Context: an optimization exercise on an open-source flow, tuned for small area, a short achievable clock period and few clock cycles per item. The choices shown serve that exercise and are no tape-out recipe. Where RTL was checked, it was by simulation tests only, not by an equivalence proof against the original.

==> exp/quartz <==
==> flow/design.v (excerpt) <==
module mdc (clk, rst_n, start, A, B, out, done);
input clk, rst_n, start;
input [7:0] A, B;
output [7:0] out;
output done;
reg       busy;
reg [6:0] ah, bh;    
reg [2:0] k;
function [2:0] ctz8;
    input [7:0] v;
    begin
        casez (v)
            8'b???????1: ctz8 = 3'd0;
            8'b??????10: ctz8 = 3'd1;
            8'b?????100: ctz8 = 3'd2;
            8'b????1000: ctz8 = 3'd3;
            8'b???10000: ctz8 = 3'd4;
            8'b??100000: ctz8 = 3'd5;
            8'b?1000000: ctz8 = 3'd6;
            default:     ctz8 = 3'd7;
        endcase
    end
endfunction
function [6:0] oddh8;
    input [7:0] v;
    begin
        casez (v)
            8'b???????1: oddh8 = v[7:1];
            8'b??????10: oddh8 = {1'b0, v[7:2]};
            8'b?????100: oddh8 = {2'b0, v[7:3]};
            8'b????1000: oddh8 = {3'b0, v[7:4]};
            8'b???10000: oddh8 = {4'b0, v[7:5]};
            8'b??100000: oddh8 = {5'b0, v[7:6]};
            8'b?1000000: oddh8 = {6'b0, v[7]};
            default:     oddh8 = 7'd0;
        endcase
    end
endfunction
wire       gt  = ah > bh;
wire [6:0] dh  = gt ? ah - bh : bh - ah;
wire [6:0] vh  = oddh8({1'b0, dh});
wire       fin = (ah == bh) | (ah == 7'd0) | (bh == 7'd0);
assign done = busy & fin;
wire [7:0] odd = {ah & {7{bh != 7'd0}}, 1'b1};
assign out = odd << k;
always @(posedge clk or negedge rst_n) begin
    if (!rst_n)
        busy <= 1'b0;
    else
        busy <= start | (busy & ~fin);
end
always @(posedge clk) begin
    if (start) begin
        ah <= oddh8(A);
        bh <= oddh8(B);
        k  <= ctz8(A | B);
    end else begin
        ah <= gt ? bh : ah;
        bh <= vh;
    end
end
endmodule
==> module mdc, before the edit <==
module mdc (clk, rst_n, start, A, B, out, done);
input clk, rst_n, start;
input [7:0] A, B;
output [7:0] out;
output done;
reg       busy;
reg [6:0] ah, bh;    
reg [2:0] k;
function [2:0] ctz8;
    input [7:0] v;
    begin
        casez (v)
            8'b???????1: ctz8 = 3'd0;
            8'b??????10: ctz8 = 3'd1;
            8'b?????100: ctz8 = 3'd2;
            8'b????1000: ctz8 = 3'd3;
            8'b???10000: ctz8 = 3'd4;
            8'b??100000: ctz8 = 3'd5;
            8'b?1000000: ctz8 = 3'd6;
            default:     ctz8 = 3'd7;
        endcase
    end
endfunction
function [6:0] oddh8;
    input [7:0] v;
    begin
        casez (v)
            8'b???????1: oddh8 = v[7:1];
            8'b??????10: oddh8 = {1'b0, v[7:2]};
            8'b?????100: oddh8 = {2'b0, v[7:3]};
            8'b????1000: oddh8 = {3'b0, v[7:4]};
            8'b???10000: oddh8 = {4'b0, v[7:5]};
            8'b??100000: oddh8 = {5'b0, v[7:6]};
            8'b?1000000: oddh8 = {6'b0, v[7]};
            default:     oddh8 = 7'd0;
        endcase
    end
endfunction
wire       gt  = ah > bh;
wire [6:0] dh  = gt ? ah - bh : bh - ah;
wire [6:0] vh  = oddh8({1'b0, dh});
wire       fin = (ah == bh) | (ah == 7'd0) | (bh == 7'd0);
assign done = busy & fin;
wire [7:0] odd = {ah & {7{bh != 7'd0}}, 1'b1};
assign out = odd << k;
always @(posedge clk or negedge rst_n) begin
    if (!rst_n)
        busy <= 1'b0;
    else
        busy <= start | (busy & ~fin);
end
always @(posedge clk) begin
    if (start) begin
        ah <= oddh8(A);
        bh <= oddh8(B);
        k  <= ctz8(A | B);
    end else begin
        ah <= gt ? bh : ah;
        bh <= vh;
    end
end
endmodule
clock: 4.0 ns
lec_check: 0
cap_margin: 20
core_margin: 2
core_utilization: 40
cts_buf_list: sky130_fd_sc_hd__clkbuf_16
slew_margin: 20
run.sh (not shown) runs the stock make flow with config.mk's settings and CLKGATE_MAP_FILE= SYNTH_SCRIPT=/design/flow/synth_recipe.tcl, a recipe that flattens the netlist after the stock synthesis.
==> exp/violet: changes against exp/quartz <==
--- a/flow/design.v
+++ b/flow/design.v
@@ -6,3 +6,4 @@
 reg       busy;
-reg [6:0] ah, bh;    
+reg [6:0] mh;    
+reg [7:0] dh;    
 reg [2:0] k;
@@ -38,9 +39,41 @@
 endfunction
-wire       gt  = ah > bh;
-wire [6:0] dh  = gt ? ah - bh : bh - ah;
-wire [6:0] vh  = oddh8({1'b0, dh});
-wire       fin = (ah == bh) | (ah == 7'd0) | (bh == 7'd0);
+function [6:0] odds8;
+    input [7:0] v;
+    begin
+        casez (v)
+            8'b???????1: odds8 = v[7:1];
+            8'b??????10: odds8 = {{1{v[7]}}, v[7:2]};
+            8'b?????100: odds8 = {{2{v[7]}}, v[7:3]};
+            8'b????1000: odds8 = {{3{v[7]}}, v[7:4]};
+            8'b???10000: odds8 = {{4{v[7]}}, v[7:5]};
+            8'b??100000: odds8 = {{5{v[7]}}, v[7:6]};
+            8'b?1000000: odds8 = {{6{v[7]}}, v[7]};
+            default:     odds8 = {7{v[7]}};
+        endcase
+    end
+endfunction
+function pow2s;
+    input [7:0] v;
+    integer i;
+    reg one, ones;
+    begin
+        one = |v[6:0];
+        for (i = 1; i < 7; i = i + 1)
+            one = one & ~(v[i] & |(v[6:0] & ((8'd1 << i) - 8'd1)));
+        ones = 1'b1;
+        for (i = 0; i < 7; i = i + 1)
+            ones = ones & (~v[i] | v[i+1]);
+        pow2s = v[7] ? ones : one;
+    end
+endfunction
+wire [6:0] s  = odds8(dh);
+wire [6:0] vh = dh[7] ? ~s : s;
+wire [6:0] xh = start ? oddh8(A) : mh;
+wire [6:0] yh = start ? oddh8(B) : vh;
+wire [7:0] dn = {1'b0, xh} - {1'b0, yh};
+wire [6:0] mn = dn[7] ? xh : yh;
+wire p2  = pow2s(dh);
+wire fin = (dh == 8'd0) | (mh == 7'd0) | p2;
 assign done = busy & fin;
-wire [7:0] odd = {ah & {7{bh != 7'd0}}, 1'b1};
-assign out = odd << k;
+assign out  = p2 ? 8'd1 << k : {mh, 1'b1} << k;
 always @(posedge clk or negedge rst_n) begin
@@ -52,10 +85,6 @@
 always @(posedge clk) begin
-    if (start) begin
-        ah <= oddh8(A);
-        bh <= oddh8(B);
-        k  <= ctz8(A | B);
-    end else begin
-        ah <= gt ? bh : ah;
-        bh <= vh;
-    end
+    mh <= mn;
+    dh <= dn;
+    if (start)
+        k <= ctz8(A | B);
 end
==> flow/flow/run.sh (new file) <==
#!/bin/bash
# The standard layout (standard.sh) with two changes:
#  - the port buffers are plain buf_1 cells;
#  - synthesis maps the logic with the ABC script in flow/abc.script instead of
#    ORFS's speed script. Everything else in synthesis (synth_recipe.tcl) is kept.
# Each tool's output goes to the ORFS logs; make's own output goes to standard.log.
set -euo pipefail
W=$(pwd)
export BUFFER_PORTS_ARGS="-buffer_cell sky130_fd_sc_hd__buf_1"
export MY_ABC_SCRIPT="$W/flow/abc.script"
{ sed -n 1p synth_recipe.tcl; cat flow/abc_override.tcl; sed -n '2,$p' synth_recipe.tcl; } > synth_own.tcl
sed "s#SYNTH_SCRIPT=[^ ]*#SYNTH_SCRIPT=$W/synth_own.tcl#" standard.sh > standard_own.sh
bash standard_own.sh > standard.log 2>&1
==> flow/flow/abc.script (new file) <==
strash
&get -n
&dch -f
&nf -R 1000
&put
strash
&get -n
&dch -f
&nf -R 1000
&put
strash
&get -n
&dch -f
&nf -R 1000
&put
topo
stime -c
==> flow/flow/abc_override.tcl (new file) <==
# Run ABC with the script in MY_ABC_SCRIPT in place of the one ORFS chose.
proc abc {args} {
  set i [lsearch -exact $args -script]
  if { $i >= 0 } {
    set args [lreplace $args [expr {$i + 1}] [expr {$i + 1}] $::env(MY_ABC_SCRIPT)]
  }
  yosys abc {*}$args
}
==> flow/standard.sh (new file) <==
#!/bin/bash
# synth_recipe.tcl (not shown) runs the flow's synth.tcl, then flattens the netlist and writes it again
# the make line also repeats each setting of config.mk as NAME=value (left out here)
make -C /OpenROAD-flow-scripts/flow DESIGN_CONFIG=/design/flow/config.mk WORK_HOME=/design/flow/orfs CLKGATE_MAP_FILE= SYNTH_SCRIPT=/design/flow/synth_recipe.tcl "${@:-finish}"
Settings changed: CTS_BUF_LIST sky130_fd_sc_hd__clkbuf_16 to sky130_fd_sc_hd__clkbuf_4.
removed: flow/run.sh
==> exp/fjord: changes against exp/quartz <==
--- a/flow/design.v
+++ b/flow/design.v
@@ -38,9 +38,20 @@
 endfunction
-wire       gt  = ah > bh;
-wire [6:0] dh  = gt ? ah - bh : bh - ah;
-wire [6:0] vh  = oddh8({1'b0, dh});
-wire       fin = (ah == bh) | (ah == 7'd0) | (bh == 7'd0);
+wire [7:0] d  = {1'b0, ah} - {1'b0, bh};
+wire       lt = d[7];
+wire [6:0] m  = d[7:1] ^ {7{lt}};
+reg  [6:0] vh;
+always @* begin
+    casez (ah ^ bh)
+        7'b??????1: vh = m;
+        7'b?????10: vh = {1'b0, m[6:1]};
+        7'b????100: vh = {2'b0, m[6:2]};
+        7'b???1000: vh = {3'b0, m[6:3]};
+        7'b??10000: vh = {4'b0, m[6:4]};
+        7'b?100000: vh = {5'b0, m[6:5]};
+        default:    vh = {6'b0, m[6]};
+    endcase
+end
+wire       fin = (ah == bh) | (ah == 7'd0);
 assign done = busy & fin;
-wire [7:0] odd = {ah & {7{bh != 7'd0}}, 1'b1};
-assign out = odd << k;
+assign out  = {ah, 1'b1} << k;
 always @(posedge clk or negedge rst_n) begin
@@ -53,8 +64,8 @@
     if (start) begin
-        ah <= oddh8(A);
         bh <= oddh8(B);
+        ah <= (oddh8(B) == 7'd0) ? 7'd0 : oddh8(A);
         k  <= ctz8(A | B);
     end else begin
-        ah <= gt ? bh : ah;
-        bh <= vh;
+        bh <= lt ? ah : bh;
+        ah <= vh;
     end
==> flow/flow/run.sh (new file) <==
#!/bin/bash
# The standard layout (standard.sh) with two changes:
#  - the port buffers are plain buf_1 cells;
#  - synthesis maps the logic with the ABC script in flow/abc.script instead of
#    ORFS's speed script. Everything else in synthesis (synth_recipe.tcl) is kept.
# Each tool's output goes to the ORFS logs; make's own output goes to standard.log.
set -euo pipefail
W=$(pwd)
export BUFFER_PORTS_ARGS="-buffer_cell sky130_fd_sc_hd__buf_1"
export SETUP_MOVE_SEQUENCE=sizeup,swap
export SKIP_GATE_CLONING=1
export SKIP_LAST_GASP=1
export MY_ABC_SCRIPT="$W/flow/abc.script"
{ sed -n 1p synth_recipe.tcl; cat flow/abc_override.tcl; sed -n '2,$p' synth_recipe.tcl; } > synth_own.tcl
sed "s#SYNTH_SCRIPT=[^ ]*#SYNTH_SCRIPT=$W/synth_own.tcl#" standard.sh > standard_own.sh
bash standard_own.sh > standard.log 2>&1
==> flow/flow/abc.script (new file) <==
strash
&get -n
&dch -f
&nf -R 1000
&put
strash
&get -n
&dch -f
&nf -R 1000
&put
strash
&get -n
&dch -f
&nf -R 1000
&put
mfs3 -a
topo
stime -c
==> flow/flow/abc_override.tcl (new file) <==
# Run ABC with the script in MY_ABC_SCRIPT in place of the one ORFS chose.
proc abc {args} {
  set i [lsearch -exact $args -script]
  if { $i >= 0 } {
    set args [lreplace $args [expr {$i + 1}] [expr {$i + 1}] $::env(MY_ABC_SCRIPT)]
  }
  yosys abc {*}$args
}
==> flow/standard.sh (new file) <==
#!/bin/bash
# synth_recipe.tcl (not shown) runs the flow's synth.tcl, then flattens the netlist and writes it again
# the make line also repeats each setting of config.mk as NAME=value (left out here)
make -C /OpenROAD-flow-scripts/flow DESIGN_CONFIG=/design/flow/config.mk WORK_HOME=/design/flow/orfs CLKGATE_MAP_FILE= SYNTH_SCRIPT=/design/flow/synth_recipe.tcl "${@:-finish}"
Settings changed: CTS_BUF_LIST sky130_fd_sc_hd__clkbuf_16 to sky130_fd_sc_hd__clkbuf_4, SETUP_SLACK_MARGIN set to 1.9, TNS_END_PERCENT set to 0.
removed: flow/run.sh
==> exp/harbor: changes against exp/quartz <==
--- a/flow/design.v
+++ b/flow/design.v
@@ -38,5 +38,21 @@
 endfunction
-wire       gt  = ah > bh;
-wire [6:0] dh  = gt ? ah - bh : bh - ah;
-wire [6:0] vh  = oddh8({1'b0, dh});
+function [6:0] odds8;
+    input [7:0] v;
+    begin
+        casez (v)
+            8'b???????1: odds8 = v[7:1];
+            8'b??????10: odds8 = {{1{v[7]}}, v[7:2]};
+            8'b?????100: odds8 = {{2{v[7]}}, v[7:3]};
+            8'b????1000: odds8 = {{3{v[7]}}, v[7:4]};
+            8'b???10000: odds8 = {{4{v[7]}}, v[7:5]};
+            8'b??100000: odds8 = {{5{v[7]}}, v[7:6]};
+            8'b?1000000: odds8 = {{6{v[7]}}, v[7]};
+            default:     odds8 = {7{v[7]}};
+        endcase
+    end
+endfunction
+wire [7:0] d  = {1'b0, ah} - {1'b0, bh};
+wire       lt = d[7];
+wire [6:0] s  = odds8(d);
+wire [6:0] vh = lt ? ~s : s;
 wire       fin = (ah == bh) | (ah == 7'd0) | (bh == 7'd0);
@@ -57,3 +73,3 @@
     end else begin
-        ah <= gt ? bh : ah;
+        ah <= lt ? ah : bh;
         bh <= vh;
==> flow/flow/run.sh (new file) <==
#!/bin/bash
# The standard layout (standard.sh) with two changes:
#  - the port buffers are plain buf_1 cells;
#  - synthesis maps the logic with the ABC script in flow/abc.script instead of
#    ORFS's speed script. Everything else in synthesis (synth_recipe.tcl) is kept.
# Each tool's output goes to the ORFS logs; make's own output goes to standard.log.
set -euo pipefail
W=$(pwd)
export BUFFER_PORTS_ARGS="-buffer_cell sky130_fd_sc_hd__buf_1"
export MY_ABC_SCRIPT="$W/flow/abc.script"
{ sed -n 1p synth_recipe.tcl; cat flow/abc_override.tcl; sed -n '2,$p' synth_recipe.tcl; } > synth_own.tcl
sed "s#SYNTH_SCRIPT=[^ ]*#SYNTH_SCRIPT=$W/synth_own.tcl#" standard.sh > standard_own.sh
bash standard_own.sh > standard.log 2>&1
==> flow/flow/abc.script (new file) <==
strash
&get -n
&dch
&nf -R 1000
&put
topo
stime -c
==> flow/flow/abc_override.tcl (new file) <==
# Run ABC with the script in MY_ABC_SCRIPT in place of the one ORFS chose.
proc abc {args} {
  set i [lsearch -exact $args -script]
  if { $i >= 0 } {
    set args [lreplace $args [expr {$i + 1}] [expr {$i + 1}] $::env(MY_ABC_SCRIPT)]
  }
  yosys abc {*}$args
}
==> flow/standard.sh (new file) <==
#!/bin/bash
# synth_recipe.tcl (not shown) runs the flow's synth.tcl, then flattens the netlist and writes it again
# the make line also repeats each setting of config.mk as NAME=value (left out here)
make -C /OpenROAD-flow-scripts/flow DESIGN_CONFIG=/design/flow/config.mk WORK_HOME=/design/flow/orfs CLKGATE_MAP_FILE= SYNTH_SCRIPT=/design/flow/synth_recipe.tcl "${@:-finish}"
Settings changed: CTS_BUF_LIST sky130_fd_sc_hd__clkbuf_16 to sky130_fd_sc_hd__clkbuf_4, SETUP_SLACK_MARGIN set to 1.4.
removed: flow/run.sh
==> comparison table <==
Run status: exp/quartz timing/DRC/antenna clean; exp/harbor timing/DRC/antenna clean; exp/violet timing/DRC/antenna clean; exp/fjord timing/DRC/antenna clean
Post-Place Worst Slack: exp/quartz 0.909 ns; exp/harbor 1.07 ns; exp/violet 0.225 ns; exp/fjord 1.19 ns
Cell occurring most often along the worst timing path: exp/quartz -; exp/harbor sky130_fd_sc_hd__a21oi_1; exp/violet sky130_fd_sc_hd__a21oi_1; exp/fjord -
Total instance count after detailed placement: exp/quartz 384; exp/harbor 310; exp/violet 327; exp/fjord 298
Global-route track usage on met3: exp/quartz 4.49%; exp/harbor 2.45%; exp/violet 2.31%; exp/fjord 1.81%
XOR/XNOR Fraction of Synth Area: exp/quartz 1.44%; exp/harbor 3.53%; exp/violet 4.49%; exp/fjord 5.81%
Setup slack on the worst flop-to-flop path: exp/quartz 0.89 ns; exp/harbor 1.32 ns; exp/violet 0.50 ns; exp/fjord 1.45 ns
Flip-flop cell with the highest count after synthesis: exp/quartz sky130_fd_sc_hd__edfxtp_1; exp/harbor sky130_fd_sc_hd__edfxtp_1; exp/violet sky130_fd_sc_hd__dfxtp_1; exp/fjord sky130_fd_sc_hd__edfxtp_1
Crit-path max FO: exp/quartz 14; exp/harbor 6; exp/violet 11; exp/fjord 10
Crit-path max cell delay: exp/quartz 0.58 ns; exp/harbor 0.34 ns; exp/violet 0.44 ns; exp/fjord 0.42 ns
Final worst hold slack: exp/quartz 0.470 ns; exp/harbor 0.243 ns; exp/violet 0.230 ns; exp/fjord 0.221 ns
Relative area of clock buffers and inverters in the final design: exp/quartz 2.94%; exp/harbor 1.12%; exp/violet 1.34%; exp/fjord 1.51%
Testbench counts of exp/quartz, summed over its fixed seeds: cycles 9,100, items 2,400.
Testbench counts of exp/fjord, summed over its fixed seeds: cycles 9,100, items 2,400.
Testbench counts of exp/harbor, summed over its fixed seeds: cycles 9,100, items 2,400.
For exp/violet, only the layout was checked, not whether the RTL still works.

-- separate check: timing with driven ports --
The results above use ideal ports. As a check the final layouts listed here were re-extracted and re-timed, cells and wires unchanged. Step 1 (the two cells are an assumption about what drives the block):
set clk [get_ports {clk}]
set_driving_cell -lib_cell sky130_fd_sc_hd__clkbuf_16 $clk
set_driving_cell -lib_cell sky130_fd_sc_hd__buf_2 [delete_from_list [all_inputs] $clk]
Step 2 moves the port delays by t, midway between the first and last clock arrival at a register: inputs arrive t later, outputs are due t later. That takes back most of the time a late clock gives input paths. Three values: ideal, step 1, step 2; two values: the first two.
run	t (ns)	setup slack, ns	latest minus earliest clock arrival (ns)	cell pins on the clock port's net
exp/quartz	0.280	0.649 / 0.616 / 0.895	0.005 / 0.005	1
exp/violet	0.323	0.280 / 0.254 / 0.231	0.009 / 0.010	1
exp/fjord	0.329	1.362 / 1.345 / 1.183	0.004 / 0.004	1
exp/harbor	0.310	1.239 / 1.217 / 1.318	0.008 / 0.008	1
After both steps every run listed still meets setup and hold. The setup slack of exp/fjord, which loses most, moves by -0.017 ns with the drivers and by -0.179 ns with both steps.
